Context: an optimization exercise on an open-source flow, tuned for small area. The choices shown serve that exercise and are no tape-out recipe.
Where RTL was checked, it was by simulation tests only, not by an equivalence proof against the original.
Power and IR drop assume default switching activity.

Setup of v56:
==> flow/design.v (excerpt) <==
module relogio_simples_top(
    input wire btn_mode,
    input wire reset,
    input wire btn_start,
    input wire btn_change,
    input wire clk,
    output wire [6:0] HEX0,
    output wire [6:0] HEX1,
    output wire [6:0] HEX2,
    output wire [6:0] HEX3,
    output wire [6:0] HEX4,
    output wire [6:0] HEX5,
    output wire [2:0] LED
);
Settings: LEC_CHECK=0, CAP_MARGIN=20, CORE_MARGIN=2, CORE_UTILIZATION=40, SLEW_MARGIN=20; clock period 10.0 ns.
standard.sh (not shown) runs the stock make flow with config.mk's settings and CLKGATE_MAP_FILE= SYNTH_SCRIPT=/design/flow/synth_recipe.tcl, a recipe that flattens the netlist after the stock synthesis.
==> flow/flow/run.sh <==
#!/bin/bash
# Own layout flow: the standard ORFS flow (standard.sh) with
#  - synthesis: the standard script (synth_recipe.tcl), with ABC's mapping
#    script replaced by an area-oriented one (flow/area.abc); registers are
#    untouched, so their names, count and cells are the standard ones;
#  - port buffers of the smallest buffer (buf_1);
#  - a clock tree of clkbuf_8 without dummy loads;
#  - logic cells oversized by synthesis replaced by their smallest variant
#    before placement (flow/downsize.tcl); later repair steps resize as needed.
set -euo pipefail
here=$(pwd)
export FLOW_ABC_SCRIPT="$here/flow/area.abc"
export BUFFER_PORTS_ARGS="-buffer_cell sky130_fd_sc_hd__buf_1"
export CTS_ARGS="-sink_clustering_enable -repair_clock_nets -dont_use_dummy_load -buf_list {sky130_fd_sc_hd__clkbuf_8} -sink_clustering_size 25 -sink_clustering_max_diameter 100"
export PRE_GLOBAL_PLACE_TCL="$here/flow/downsize.tcl"
printf 'source %s\nsource %s\n' "$here/flow/abc_override.tcl" "$here/synth_recipe.tcl" > "$here/flow_synth.tcl"
bash standard.sh SYNTH_SCRIPT="$here/flow_synth.tcl" finish > "$here/standard_flow.log" 2>&1
==> flow/flow/abc_override.tcl <==
# Run Yosys's abc with the flow's own ABC script in place of ORFS's.
proc abc {args} {
  set i [lsearch -exact $args -script]
  if {$i >= 0} { lset args [expr {$i + 1}] $::env(FLOW_ABC_SCRIPT) }
  yosys abc {*}$args
}
==> flow/flow/downsize.tcl <==
# Replace each logic cell of drive strength above 1 by its _1 (or _0) variant
# when the library has one; timing is checked and repaired later in the flow.
set block [ord::get_db_block]
set n 0
foreach inst [$block getInsts] {
  set m [[$inst getMaster] getName]
  if {[regexp {^(sky130_fd_sc_hd__[a-z0-9]+)_([0-9]+)$} $m -> base drv]} {
    if {$drv > 1 && ![string match "*dfrtp*" $m] && ![string match "*clk*" $m]} {
      foreach d {1 0} {
        set cand "${base}_$d"
        if {[get_lib_cells -quiet */$cand] ne ""} {
          if {$cand ne $m} {
            replace_cell [$inst getName] $cand
            incr n
          }
          break
        }
      }
    }
  }
}
puts "downsize: replaced $n cells"
v56 got as far as synthesis (1_2_yosys), where a tool error ended the run.
### v56 -> v5
==> flow/flow/area.abc (new file) <==
&get -n
&st
&deepsyn -T 10
&dch
&nf -R 1000
&put
topo
Notes after the runs:
Per the final summary, v5 finished and its layout is clean on timing, DRC and antenna.
Edits applied to the flow inputs when going from v5 to v29:
==> flow/flow/run.sh <==
#!/bin/bash
# Own layout flow: the standard ORFS flow with smaller port buffers, a
# clock tree built from small clock buffers without dummy loads, and
# oversized logic cells from synthesis replaced by their smallest variant.
set -euo pipefail
here=$(pwd)
export BUFFER_PORTS_ARGS="-buffer_cell sky130_fd_sc_hd__buf_1"
export CTS_ARGS="-sink_clustering_enable -repair_clock_nets -dont_use_dummy_load -buf_list {sky130_fd_sc_hd__clkbuf_16} -sink_clustering_size 55 -sink_clustering_max_diameter 300"
export PRE_GLOBAL_PLACE_TCL="$here/flow/downsize.tcl"
bash standard.sh finish > "$here/standard_flow.log" 2>&1
removed: flow/flow/abc_override.tcl
removed: flow/flow/area.abc
- v29: full flow OK, the timing, design-rule and antenna checks passed
- Compared to v5, v29 has iteration count of the initial detailed-routing pass 1 lower.
- Of v29 and v5, the higher total power consumption of the routed design belongs to v29.
- Of v29 and v5, v29 shows the lower complex-gate fraction of the synthesized area, with v5 above it.
- Measured against each other, v29 and v5 differ in power of the clock network, the lower figure coming from v5.
Relative to v29, the following input files were edited for v58:
==> flow/flow/run.sh <==
#!/bin/bash
# Own layout flow: the standard ORFS flow (standard.sh) with
#  - synthesis: the standard script (synth_recipe.tcl), with ABC's mapping
#    script replaced by an area-oriented one (flow/area.abc); registers are
#    untouched, so their names, count and cells are the standard ones;
#  - port buffers of the smallest buffer (buf_1);
#  - a clock tree of clkbuf_8 without dummy loads;
#  - logic cells oversized by synthesis replaced by their smallest variant
#    before placement (flow/downsize.tcl); later repair steps resize as needed.
set -euo pipefail
here=$(pwd)
export FLOW_ABC_SCRIPT="$here/flow/area.abc"
export BUFFER_PORTS_ARGS="-buffer_cell sky130_fd_sc_hd__buf_1"
export CTS_ARGS="-sink_clustering_enable -repair_clock_nets -dont_use_dummy_load -buf_list {sky130_fd_sc_hd__clkbuf_8} -sink_clustering_size 25 -sink_clustering_max_diameter 100"
export PRE_GLOBAL_PLACE_TCL="$here/flow/downsize.tcl"
printf 'source %s\nsource %s\n' "$here/flow/abc_override.tcl" "$here/synth_recipe.tcl" > "$here/flow_synth.tcl"
bash standard.sh SYNTH_SCRIPT="$here/flow_synth.tcl" finish > "$here/standard_flow.log" 2>&1
==> flow/flow/abc_override.tcl (new file) <==
# Run Yosys's abc with the flow's own ABC script in place of ORFS's.
proc abc {args} {
  set i [lsearch -exact $args -script]
  if {$i >= 0} { lset args [expr {$i + 1}] $::env(FLOW_ABC_SCRIPT) }
  yosys abc {*}$args
}
==> flow/flow/area.abc (new file) <==
&get -n
&st
&deepsyn -T 10
&put
dch -f
amap
topo
Results
- Diff v29 -> v58: weighted congestion at the end of routability-driven global placement now smaller, worst hold slack saw an increase.
- Compared with v29, v58 shows a final total power that is about 7.5% higher.

---

v6:
Another version of the RTL of relogio_simples_top (not shown whole).
Size: about 570 cells after synthesis, ~50 I/O pins, roughly 0.0055 mm² of cells after synthesis.
==> flow/design.v (excerpt) <==
module relogio_simples_top(
    input wire btn_mode,
    input wire reset,
    input wire btn_start,
    input wire btn_change,
    input wire clk,
    output wire [6:0] HEX0,
    output wire [6:0] HEX1,
    output wire [6:0] HEX2,
    output wire [6:0] HEX3,
    output wire [6:0] HEX4,
    output wire [6:0] HEX5,
    output wire [2:0] LED
);
clock: 10.0 ns
lec_check: 0
cap_margin: 20
core_margin: 2
core_utilization: 40
slew_margin: 20
run.sh (not shown) runs the stock make flow with config.mk's settings and CLKGATE_MAP_FILE= SYNTH_SCRIPT=/design/flow/synth_recipe.tcl, a recipe that flattens the netlist after the stock synthesis.
Stock flow here: none of the scripts above is used.
#### Input delta (v7 over v6)
==> flow/flow/run.sh (new file) <==
#!/bin/bash
# Own layout flow: the standard ORFS flow with smaller port buffers, a
# clock tree built from small clock buffers without dummy loads, and
# oversized logic cells from synthesis replaced by their smallest variant.
set -euo pipefail
here=$(pwd)
export BUFFER_PORTS_ARGS="-buffer_cell sky130_fd_sc_hd__buf_1"
export CTS_ARGS="-sink_clustering_enable -repair_clock_nets -dont_use_dummy_load -buf_list {sky130_fd_sc_hd__clkbuf_8} -sink_clustering_size 25 -sink_clustering_max_diameter 100"
export PRE_GLOBAL_PLACE_TCL="$here/flow/downsize.tcl"
bash standard.sh finish > "$here/standard_flow.log" 2>&1
==> flow/flow/downsize.tcl (new file) <==
# Replace each logic cell of drive strength above 1 by its _1 (or _0) variant
# when the library has one; timing is checked and repaired later in the flow.
set block [ord::get_db_block]
set n 0
foreach inst [$block getInsts] {
  set m [[$inst getMaster] getName]
  if {[regexp {^(sky130_fd_sc_hd__[a-z0-9]+)_([0-9]+)$} $m -> base drv]} {
    if {$drv > 1 && ![string match "*dfrtp*" $m] && ![string match "*clk*" $m]} {
      foreach d {1 0} {
        set cand "${base}_$d"
        if {[get_lib_cells -quiet */$cand] ne ""} {
          if {$cand ne $m} {
            replace_cell [$inst getName] $cand
            incr n
          }
          break
        }
      }
    }
  }
}
puts "downsize: replaced $n cells"
==> flow/standard.sh (new file) <==
#!/bin/bash
# synth_recipe.tcl (not shown) runs the flow's synth.tcl, then flattens the netlist and writes it again
# the make line also repeats each setting of config.mk as NAME=value (left out here)
make -C /OpenROAD-flow-scripts/flow DESIGN_CONFIG=/design/flow/config.mk WORK_HOME=/design/flow/orfs CLKGATE_MAP_FILE= SYNTH_SCRIPT=/design/flow/synth_recipe.tcl "${@:-finish}"
removed: flow/run.sh
Findings:
- Across v6 and v7, the outcome is the same: a clean finish for every run.
- In v7, the global-route usage came out 1.0 points below the value in v6.
- In v7 the placed standard-cell area turned out 5.5% lower than in v6.
- In v7 relative to v6, total power had gone down by more than 10%.
- Relative to v6, worst path setup slack after routing has increased by 0.27 ns in v7.
- Of v6 and v7, the run reporting the lower worst hold slack was v6.
- In the flow results for v6 and v7, the flip-flop and latch share of the layout cell area is larger on v7.
- Comparing v7 against v6, there is no change at all in sum of negative setup slack.
- Area overhead of the layout relative to synthesis, v6 and v7: smaller value in v7
No run of this note included a check of the RTL's function; only the layout flow was run.

---

Another version of the RTL of relogio_simples_top (not shown whole).
For scale: about 540 cells after synthesis, roughly 100 flip-flops, ~4500 sq um of cells after synthesis.
export LEC_CHECK = 0
export CAP_MARGIN = 20
export CORE_MARGIN = 2
export CORE_UTILIZATION = 40
export SLEW_MARGIN = 20
create_clock -name core_clock -period 10.0 [get_ports {clk}]
standard.sh (not shown) runs the stock make flow with config.mk's settings and CLKGATE_MAP_FILE= SYNTH_SCRIPT=/design/flow/synth_recipe.tcl, a recipe that flattens the netlist after the stock synthesis.
==> flow/flow/run.sh <==
#!/bin/bash
# Own layout flow: the standard ORFS flow (standard.sh) with
#  - synthesis: the standard script (synth_recipe.tcl), with ABC's mapping
#    script replaced by an area-oriented one (flow/area.abc); registers are
#    untouched, so their names, count and cells are the standard ones;
#  - port buffers of the smallest buffer (buf_1);
#  - a clock tree of clkbuf_8 without dummy loads;
#  - logic cells oversized by synthesis replaced by their smallest variant
#    before placement (flow/downsize.tcl); later repair steps resize as needed.
set -euo pipefail
here=$(pwd)
export FLOW_ABC_SCRIPT="$here/flow/area.abc"
export BUFFER_PORTS_ARGS="-buffer_cell sky130_fd_sc_hd__buf_1"
export CTS_ARGS="-sink_clustering_enable -repair_clock_nets -dont_use_dummy_load -buf_list {sky130_fd_sc_hd__clkbuf_8} -sink_clustering_size 30 -sink_clustering_max_diameter 150 -sink_buffer_max_cap_derate 1.0"
export PRE_GLOBAL_PLACE_TCL="$here/flow/downsize.tcl"
printf 'source %s\nsource %s\n' "$here/flow/abc_override.tcl" "$here/synth_recipe.tcl" > "$here/flow_synth.tcl"
bash standard.sh SYNTH_SCRIPT="$here/flow_synth.tcl" finish > "$here/standard_flow.log" 2>&1
==> flow/flow/abc_override.tcl <==
# Run Yosys's abc with the flow's own ABC script in place of ORFS's.
proc abc {args} {
  set i [lsearch -exact $args -script]
  if {$i >= 0} { lset args [expr {$i + 1}] $::env(FLOW_ABC_SCRIPT) }
  yosys abc {*}$args
}
==> flow/flow/area.abc <==
&get -n
&st
&deepsyn -T 10
&put
dch -f
amap
topo
==> flow/flow/downsize.tcl <==
# Replace each logic cell of drive strength above 1 by its _1 (or _0) variant
# when the library has one; timing is checked and repaired later in the flow.
set block [ord::get_db_block]
set n 0
foreach inst [$block getInsts] {
  set m [[$inst getMaster] getName]
  if {[regexp {^(sky130_fd_sc_hd__[a-z0-9]+)_([0-9]+)$} $m -> base drv]} {
    if {$drv > 1 && ![string match "*dfrtp*" $m] && ![string match "*clk*" $m]} {
      foreach d {1 0} {
        set cand "${base}_$d"
        if {[get_lib_cells -quiet */$cand] ne ""} {
          if {$cand ne $m} {
            replace_cell [$inst getName] $cand
            incr n
          }
          break
        }
      }
    }
  }
}
puts "downsize: replaced $n cells"
The baseline produced a clean layout.
Rerun with:
--- a/flow/flow/run.sh
+++ b/flow/flow/run.sh
@@ -12,5 +12,5 @@
 export FLOW_ABC_SCRIPT="$here/flow/area.abc"
 export BUFFER_PORTS_ARGS="-buffer_cell sky130_fd_sc_hd__buf_1"
-export CTS_ARGS="-sink_clustering_enable -repair_clock_nets -dont_use_dummy_load -buf_list {sky130_fd_sc_hd__clkbuf_8} -sink_clustering_size 30 -sink_clustering_max_diameter 150 -sink_buffer_max_cap_derate 1.0"
+export CTS_ARGS="-sink_clustering_enable -repair_clock_nets -dont_use_dummy_load -buf_list {sky130_fd_sc_hd__clkbuf_8} -sink_clustering_size 30 -sink_clustering_max_diameter 150 -distance_between_buffers 500 -branching_point_buffers_distance 500"
 export PRE_GLOBAL_PLACE_TCL="$here/flow/downsize.tcl"
 printf 'source %s\nsource %s\n' "$here/flow/abc_override.tcl" "$here/synth_recipe.tcl" > "$here/flow_synth.tcl"
=> Via count hardly moves. Count of clock-buffer cells in the layout does not change. Power shrinks by 3.4%.
Rerun with:
--- a/flow/flow/run.sh
+++ b/flow/flow/run.sh
@@ -12,5 +12,5 @@
 export FLOW_ABC_SCRIPT="$here/flow/area.abc"
 export BUFFER_PORTS_ARGS="-buffer_cell sky130_fd_sc_hd__buf_1"
-export CTS_ARGS="-sink_clustering_enable -repair_clock_nets -dont_use_dummy_load -buf_list {sky130_fd_sc_hd__clkbuf_8} -sink_clustering_size 30 -sink_clustering_max_diameter 150 -distance_between_buffers 500 -branching_point_buffers_distance 500"
+export CTS_ARGS="-repair_clock_nets -dont_use_dummy_load -buf_list {sky130_fd_sc_hd__clkbuf_8}"
 export PRE_GLOBAL_PLACE_TCL="$here/flow/downsize.tcl"
 printf 'source %s\nsource %s\n' "$here/flow/abc_override.tcl" "$here/synth_recipe.tcl" > "$here/flow_synth.tcl"
Register-to-register slack hardly moves.
Area after synthesis is unchanged.
Clock skew is unchanged.
Fmax does not change.
Global-route usage is unchanged.
Cell count stays the same.
Hold slack is unchanged.
Die area stays the same.
Rerun with:
--- a/flow/flow/run.sh
+++ b/flow/flow/run.sh
@@ -12,5 +12,5 @@
 export FLOW_ABC_SCRIPT="$here/flow/area.abc"
 export BUFFER_PORTS_ARGS="-buffer_cell sky130_fd_sc_hd__buf_1"
-export CTS_ARGS="-repair_clock_nets -dont_use_dummy_load -buf_list {sky130_fd_sc_hd__clkbuf_8}"
+export CTS_ARGS="-sink_clustering_enable -repair_clock_nets -dont_use_dummy_load -buf_list {sky130_fd_sc_hd__clkbuf_8} -sink_clustering_size 25 -sink_clustering_max_diameter 100"
 export PRE_GLOBAL_PLACE_TCL="$here/flow/downsize.tcl"
 printf 'source %s\nsource %s\n' "$here/flow/abc_override.tcl" "$here/synth_recipe.tcl" > "$here/flow_synth.tcl"
==> flow/flow/area.abc (replaced) <==
&get -n
&st
&deepsyn -T 10
&put
strash
dch -f
amap -m
topo
The new run completed with no timing, DRC or antenna violations.
Area after synthesis is higher by about 0.36%.
Die area went up by 0.35%.
Sequential share of layout area went down by 0.23 points.
Rerun with:
==> flow/flow/area.abc (replaced) <==
&get -n
&st
&deepsyn -T 10
&put
dch -f
amap
topo
Effect:
- The changed run passed the timing, design-rule and antenna checks
- design area stays flat
- synthesized cell count goes down by 0.37%
- non-clock buffer count goes down by 1
- worst hold slack is better by 0.0087 ns

---

The RTL this note starts from:
==> flow/design.v <==
module relogio_simples_top(
    input wire btn_mode,
    input wire reset,
    input wire btn_start,
    input wire btn_change,
    input wire clk,
    output wire [6:0] HEX0,
    output wire [6:0] HEX1,
    output wire [6:0] HEX2,
    output wire [6:0] HEX3,
    output wire [6:0] HEX4,
    output wire [6:0] HEX5,
    output wire [2:0] LED
);
    function [3:0] u_next;
        input [3:0] q;
        begin
            u_next[0] = (~q[0]);
            u_next[1] = (~q[0] & q[1]) | (q[0] & ~q[1] & ~q[3]);
            u_next[2] = (~q[0] & q[2]) | (q[0] & q[1] & ~q[2]) | (~q[1] & q[2]);
            u_next[3] = (~q[0] & q[3]) | (q[0] & q[1] & q[2]);
        end
    endfunction
    function [0:0] u_is9;
        input [3:0] q;
        begin
            u_is9[0] = (q[0] & q[3]);
        end
    endfunction
    function [0:0] u_is3;
        input [3:0] q;
        begin
            u_is3[0] = (q[0] & q[1] & ~q[2]);
        end
    endfunction
    function [0:0] u_gt3;
        input [3:0] q;
        begin
            u_gt3[0] = (q[2]) | (q[3]);
        end
    endfunction
    function [6:0] u_seg;
        input [3:0] q;
        begin
            u_seg[0] = (~q[0] & ~q[1] & q[2]) | (q[0] & ~q[1] & ~q[2] & ~q[3]) | (q[1] & q[3]);
            u_seg[1] = (~q[0] & q[1] & q[2]) | (q[0] & ~q[1] & q[2]) | (q[1] & q[3]);
            u_seg[2] = (~q[0] & q[1] & ~q[2]) | (q[1] & q[3]);
            u_seg[3] = (~q[0] & ~q[1] & q[2]) | (q[0] & ~q[1] & ~q[2]) | (q[0] & q[1] & q[2]);
            u_seg[4] = (q[0]) | (~q[1] & q[2]);
            u_seg[5] = (q[0] & q[1]) | (q[0] & ~q[2] & ~q[3]) | (q[1] & ~q[2]);
            u_seg[6] = (q[0] & q[1] & q[2]) | (~q[1] & ~q[2] & ~q[3]);
        end
    endfunction
    function [2:0] t_next;
        input [2:0] q;
        begin
            t_next[0] = (q[0] & ~q[2]) | (q[1] & ~q[2]);
            t_next[1] = (~q[0]);
            t_next[2] = (~q[1] & ~q[2]);
        end
    endfunction
    function [0:0] t_is5;
        input [2:0] q;
        begin
            t_is5[0] = (q[0] & q[2]);
        end
    endfunction
    function [6:0] t_seg;
        input [2:0] q;
        begin
            t_seg[0] = (q[0] & ~q[1] & ~q[2]) | (q[1] & q[2]);
            t_seg[1] = (q[0] & q[2]);
            t_seg[2] = (~q[0] & q[1] & ~q[2]) | (q[0] & q[1] & q[2]);
            t_seg[3] = (q[0] & ~q[1] & ~q[2]) | (q[1] & q[2]);
            t_seg[4] = (q[0]) | (q[2]);
            t_seg[5] = (q[1]);
            t_seg[6] = (~q[0] & ~q[1]) | (q[1] & q[2]);
        end
    endfunction
    function [1:0] h_next;
        input [1:0] q;
        begin
            h_next[0] = (~q[0] & ~q[1]);
            h_next[1] = (q[0]);
        end
    endfunction
    function [0:0] h_is1;
        input [1:0] q;
        begin
            h_is1[0] = (q[0]);
        end
    endfunction
    function [0:0] h_is2;
        input [1:0] q;
        begin
            h_is2[0] = (q[1]);
        end
    endfunction
    function [6:0] h_seg;
        input [1:0] q;
        begin
            h_seg[0] = (q[0]);
            h_seg[1] = (q[0] & q[1]);
            h_seg[2] = (q[1]);
            h_seg[3] = (q[0]);
            h_seg[4] = (q[0]);
            h_seg[5] = (q[0]) | (q[1]);
            h_seg[6] = (q[0]) | (~q[1]);
        end
    endfunction
    reg [1:0] st;
    reg prev_start, prev_change;
    reg [1:0] mode_sync;
    reg mode_stable, prev_mode;
    reg [8:0] db;            
    reg run;                 
    reg [2:0] cd;            
    wire click_start = btn_start & ~prev_start;
    wire click_change = btn_change & ~prev_change;
    wire click_mode = mode_stable & ~prev_mode;
    wire diff = mode_sync[1] ^ mode_stable;
    wire hit = db[0] & ~db[1] & db[2] & ~db[5] & ~db[6] & ~db[7] & ~db[8];
    wire dbfb = ~(db[8] ^ db[1]);
    wire [5:0] sel;
    assign sel[0] = ~cd[2] & ~cd[0];
    assign sel[1] = ~cd[1] & cd[0];
    assign sel[2] = ~cd[2] & cd[1];
    assign sel[3] = cd[2] & cd[0];
    assign sel[4] = cd[1] & ~cd[0];
    assign sel[5] = cd[2] & ~cd[1];
    always @(posedge clk) begin
        prev_start <= btn_start;
        prev_change <= btn_change;
        prev_mode <= mode_stable;
        db <= (diff & ~hit) ? {db[7:0], dbfb} : 9'd0;
        run <= st[0] & (run ^ click_start);
    end
    always @(posedge clk or negedge reset) begin
        if (!reset) begin
            mode_sync <= 2'b00;
            mode_stable <= 1'b0;
            st <= 2'b00;
            cd <= 3'b000;
        end else begin
            mode_sync <= {mode_sync[0], btn_mode};
            if (diff & hit) mode_stable <= mode_sync[1];
            if (click_mode) st <= {st[0], ~st[0] & ~st[1]};
            if (st[1]) begin
                if (click_start) cd <= {cd[1:0], ~cd[2]};
                else if (click_mode) cd <= 3'b000;
            end
        end
    end
    assign LED[2] = ~(st[0] | st[1]);
    assign LED[1] = st[0];
    assign LED[0] = st[1];
    reg [12:0] pisca_lo;
    reg pisca_hi;
    wire pz = ~|pisca_lo[11:0];
    wire pfb = pisca_lo[12] ^ pisca_lo[4] ^ pisca_lo[1] ^ pisca_lo[0] ^ pz;
    always @(posedge clk or negedge reset)
        if (!reset) begin
            pisca_lo <= 13'd0;
            pisca_hi <= 1'b0;
        end else begin
            pisca_lo <= {pisca_lo[11:0], pfb};
            pisca_hi <= pisca_hi ^ (pisca_lo[12] & pz);
        end
    reg [14:0] w_pre;
    reg [3:0] w_su, w_mu, w_hu;
    reg [2:0] w_sd, w_md;
    reg [1:0] w_hd;
    wire ca = st[1] & click_change;
    wire w_tick = ~st[1] & (&w_pre);
    wire w_c1 = w_tick & u_is9(w_su);
    wire w_c2 = w_c1 & t_is5(w_sd);
    wire w_c3 = w_c2 & u_is9(w_mu);
    wire w_c4 = w_c3 & t_is5(w_md);
    wire w_hwrap = u_is9(w_hu) | (h_is2(w_hd) & u_is3(w_hu));
    always @(posedge clk or negedge reset) begin
        if (!reset) begin
            w_pre <= 15'd0;
            w_su <= 4'd0; w_sd <= 3'd0; w_mu <= 4'd0; w_md <= 3'd0; w_hu <= 4'd0; w_hd <= 2'd0;
        end else begin
            if (~st[1]) w_pre <= w_pre + 15'd1;
            if (w_tick | (ca & sel[0])) w_su <= u_next(w_su);
            if (w_c1 | (ca & sel[1])) w_sd <= t_next(w_sd);
            if (w_c2 | (ca & sel[2])) w_mu <= u_next(w_mu);
            if (w_c3 | (ca & sel[3])) w_md <= t_next(w_md);
            if (ca & sel[5] & h_is1(w_hd) & u_gt3(w_hu)) w_hu <= 4'd0;
            else if (w_c4 | (ca & sel[4])) w_hu <= w_hwrap ? 4'd0 : u_next(w_hu);
            if ((w_c4 & w_hwrap) | (ca & sel[5])) w_hd <= h_next(w_hd);
        end
    end
    reg [14:0] c_pre;
    reg [3:0] c_su, c_mu, c_hu;
    reg [2:0] c_sd, c_md;
    reg [1:0] c_hd;
    wire c_clr = ~st[0] | btn_change | click_mode;
    wire c_tick = run & (&c_pre);
    wire c_c1 = c_tick & u_is9(c_su);
    wire c_c2 = c_c1 & t_is5(c_sd);
    wire c_c3 = c_c2 & u_is9(c_mu);
    wire c_c4 = c_c3 & t_is5(c_md);
    wire c_hwrap = u_is9(c_hu) | (h_is2(c_hd) & u_is3(c_hu));
    always @(posedge clk)
        if (c_clr) c_pre <= 15'd0;
        else if (run) c_pre <= c_pre + 15'd1;
    always @(posedge clk or negedge reset) begin
        if (!reset) begin
            c_su <= 4'd0; c_sd <= 3'd0; c_mu <= 4'd0; c_md <= 3'd0; c_hu <= 4'd0; c_hd <= 2'd0;
        end else if (c_clr) begin
            c_su <= 4'd0; c_sd <= 3'd0; c_mu <= 4'd0; c_md <= 3'd0; c_hu <= 4'd0; c_hd <= 2'd0;
        end else begin
            if (c_tick) c_su <= u_next(c_su);
            if (c_c1) c_sd <= t_next(c_sd);
            if (c_c2) c_mu <= u_next(c_mu);
            if (c_c3) c_md <= t_next(c_md);
            if (c_c4) c_hu <= c_hwrap ? 4'd0 : u_next(c_hu);
            if (c_c4 & c_hwrap) c_hd <= h_next(c_hd);
        end
    end
    wire wm = ~st[0];
    wire bl = pisca_hi & st[1];
    assign HEX0 = u_seg(c_su | (w_su & {4{wm}}) | {4{bl & sel[0]}});
    assign HEX1 = t_seg(c_sd | (w_sd & {3{wm}}) | {3{bl & sel[1]}});
    assign HEX2 = u_seg(c_mu | (w_mu & {4{wm}}) | {4{bl & sel[2]}});
    assign HEX3 = t_seg(c_md | (w_md & {3{wm}}) | {3{bl & sel[3]}});
    assign HEX4 = u_seg(c_hu | (w_hu & {4{wm}}) | {4{bl & sel[4]}});
    assign HEX5 = h_seg(c_hd | (w_hd & {2{wm}}) | {2{bl & sel[5]}});
endmodule
Settings: LEC_CHECK=0, CAP_MARGIN=20, CORE_MARGIN=2, CORE_UTILIZATION=40, SLEW_MARGIN=20; clock period 10.0 ns.
==> flow/flow/run.sh <==
#!/bin/bash
# Own layout flow: the standard ORFS flow with smaller port buffers, a
# clock tree built from small clock buffers without dummy loads, and
# oversized logic cells from synthesis replaced by their smallest variant.
set -euo pipefail
here=$(pwd)
export BUFFER_PORTS_ARGS="-buffer_cell sky130_fd_sc_hd__buf_1"
export CTS_ARGS="-sink_clustering_enable -repair_clock_nets -dont_use_dummy_load -buf_list {sky130_fd_sc_hd__clkbuf_8} -sink_clustering_size 25 -sink_clustering_max_diameter 100"
export PRE_GLOBAL_PLACE_TCL="$here/flow/downsize.tcl"
bash standard.sh finish > "$here/standard_flow.log" 2>&1
Scripts as last shown in full above: flow/flow/downsize.tcl
Change:
==> flow/flow/run.sh (replaced) <==
#!/bin/bash
# Own layout flow: the standard ORFS flow (standard.sh) with
#  - synthesis: the standard script (synth_recipe.tcl), with ABC's mapping
#    script replaced by an area-oriented one (flow/area.abc); registers are
#    untouched, so their names, count and cells are the standard ones;
#  - port buffers of the smallest buffer (buf_1);
#  - a clock tree of clkbuf_8 without dummy loads;
#  - logic cells oversized by synthesis replaced by their smallest variant
#    before placement (flow/downsize.tcl); later repair steps resize as needed.
set -euo pipefail
here=$(pwd)
export FLOW_ABC_SCRIPT="$here/flow/area.abc"
export BUFFER_PORTS_ARGS="-buffer_cell sky130_fd_sc_hd__buf_1"
export CTS_ARGS="-sink_clustering_enable -repair_clock_nets -dont_use_dummy_load -buf_list {sky130_fd_sc_hd__clkbuf_8} -sink_clustering_size 25 -sink_clustering_max_diameter 100"
export PRE_GLOBAL_PLACE_TCL="$here/flow/downsize.tcl"
printf 'source %s\nsource %s\n' "$here/flow/abc_override.tcl" "$here/synth_recipe.tcl" > "$here/flow_synth.tcl"
bash standard.sh SYNTH_SCRIPT="$here/flow_synth.tcl" finish > "$here/standard_flow.log" 2>&1
==> flow/flow/abc_override.tcl (new file) <==
# Run Yosys's abc with the flow's own ABC script in place of ORFS's.
proc abc {args} {
  set i [lsearch -exact $args -script]
  if {$i >= 0} { lset args [expr {$i + 1}] $::env(FLOW_ABC_SCRIPT) }
  yosys abc {*}$args
}
==> flow/flow/area.abc (new file) <==
&get -n
&st
&deepsyn -T 10
&put
dch -f
amap
topo
The changed run finished with timing, DRC and antenna clean.
Synthesized cell count goes up by about 1.7%.
Flip-flop and latch count stays the same.
Wire length fell by about 9%.
Hold slack hardly moves.
No functional check of the RTL was part of any run of this note.

-- separate check: timing with driven ports --
No port has a modelled driver above. Below, the same layouts with a new extraction and two added sets of constraints. Step 1: set_driving_cell puts a clkbuf_16 on clk and a buf_2 on each other input, an assumption about the parent block. Step 2 also shifts input and output timing later by t, the mid clock arrival at the registers, as if the neighbouring blocks saw the same clock. Three values: no drivers, after step 1, after step 2; two values: the first two.
run | shift t [ns] | setup WS [ns] | worst slew at a driven data input, ns
v5 | 0.385 | 5.400 / 5.369 / 5.754 | 0.03
v29 | 0.382 | 5.751 / 5.712 / 6.093 | 0.04
v58 | 0.384 | 5.067 / 5.033 / 5.417 | 0.03
v6 | 0.387 | 4.606 / 4.570 / 4.957 | 0.03
v7 | 0.403 | 4.881 / 4.845 / 5.248 | 0.05
the first run of note 3 | 0.385 | 4.280 / 4.246 / 4.631 | 0.03
the second run of note 3 | 0.387 | 4.230 / 4.197 / 4.583 | 0.03
the third run of note 3 | 0.387 | 4.230 / 4.197 / 4.583 | 0.03
the fourth run of note 3 | 0.392 | 5.050 / 5.015 / 5.407 | 0.04
the fifth run of note 3 | 0.385 | 4.280 / 4.246 / 4.631 | 0.03
the first run of note 4 | 0.406 | 5.535 / 5.500 / 5.906 | 0.05
the second run of note 4 | 0.375 | 4.545 / 4.513 / 4.888 | 0.04
After both steps setup and hold are still met in every run listed.
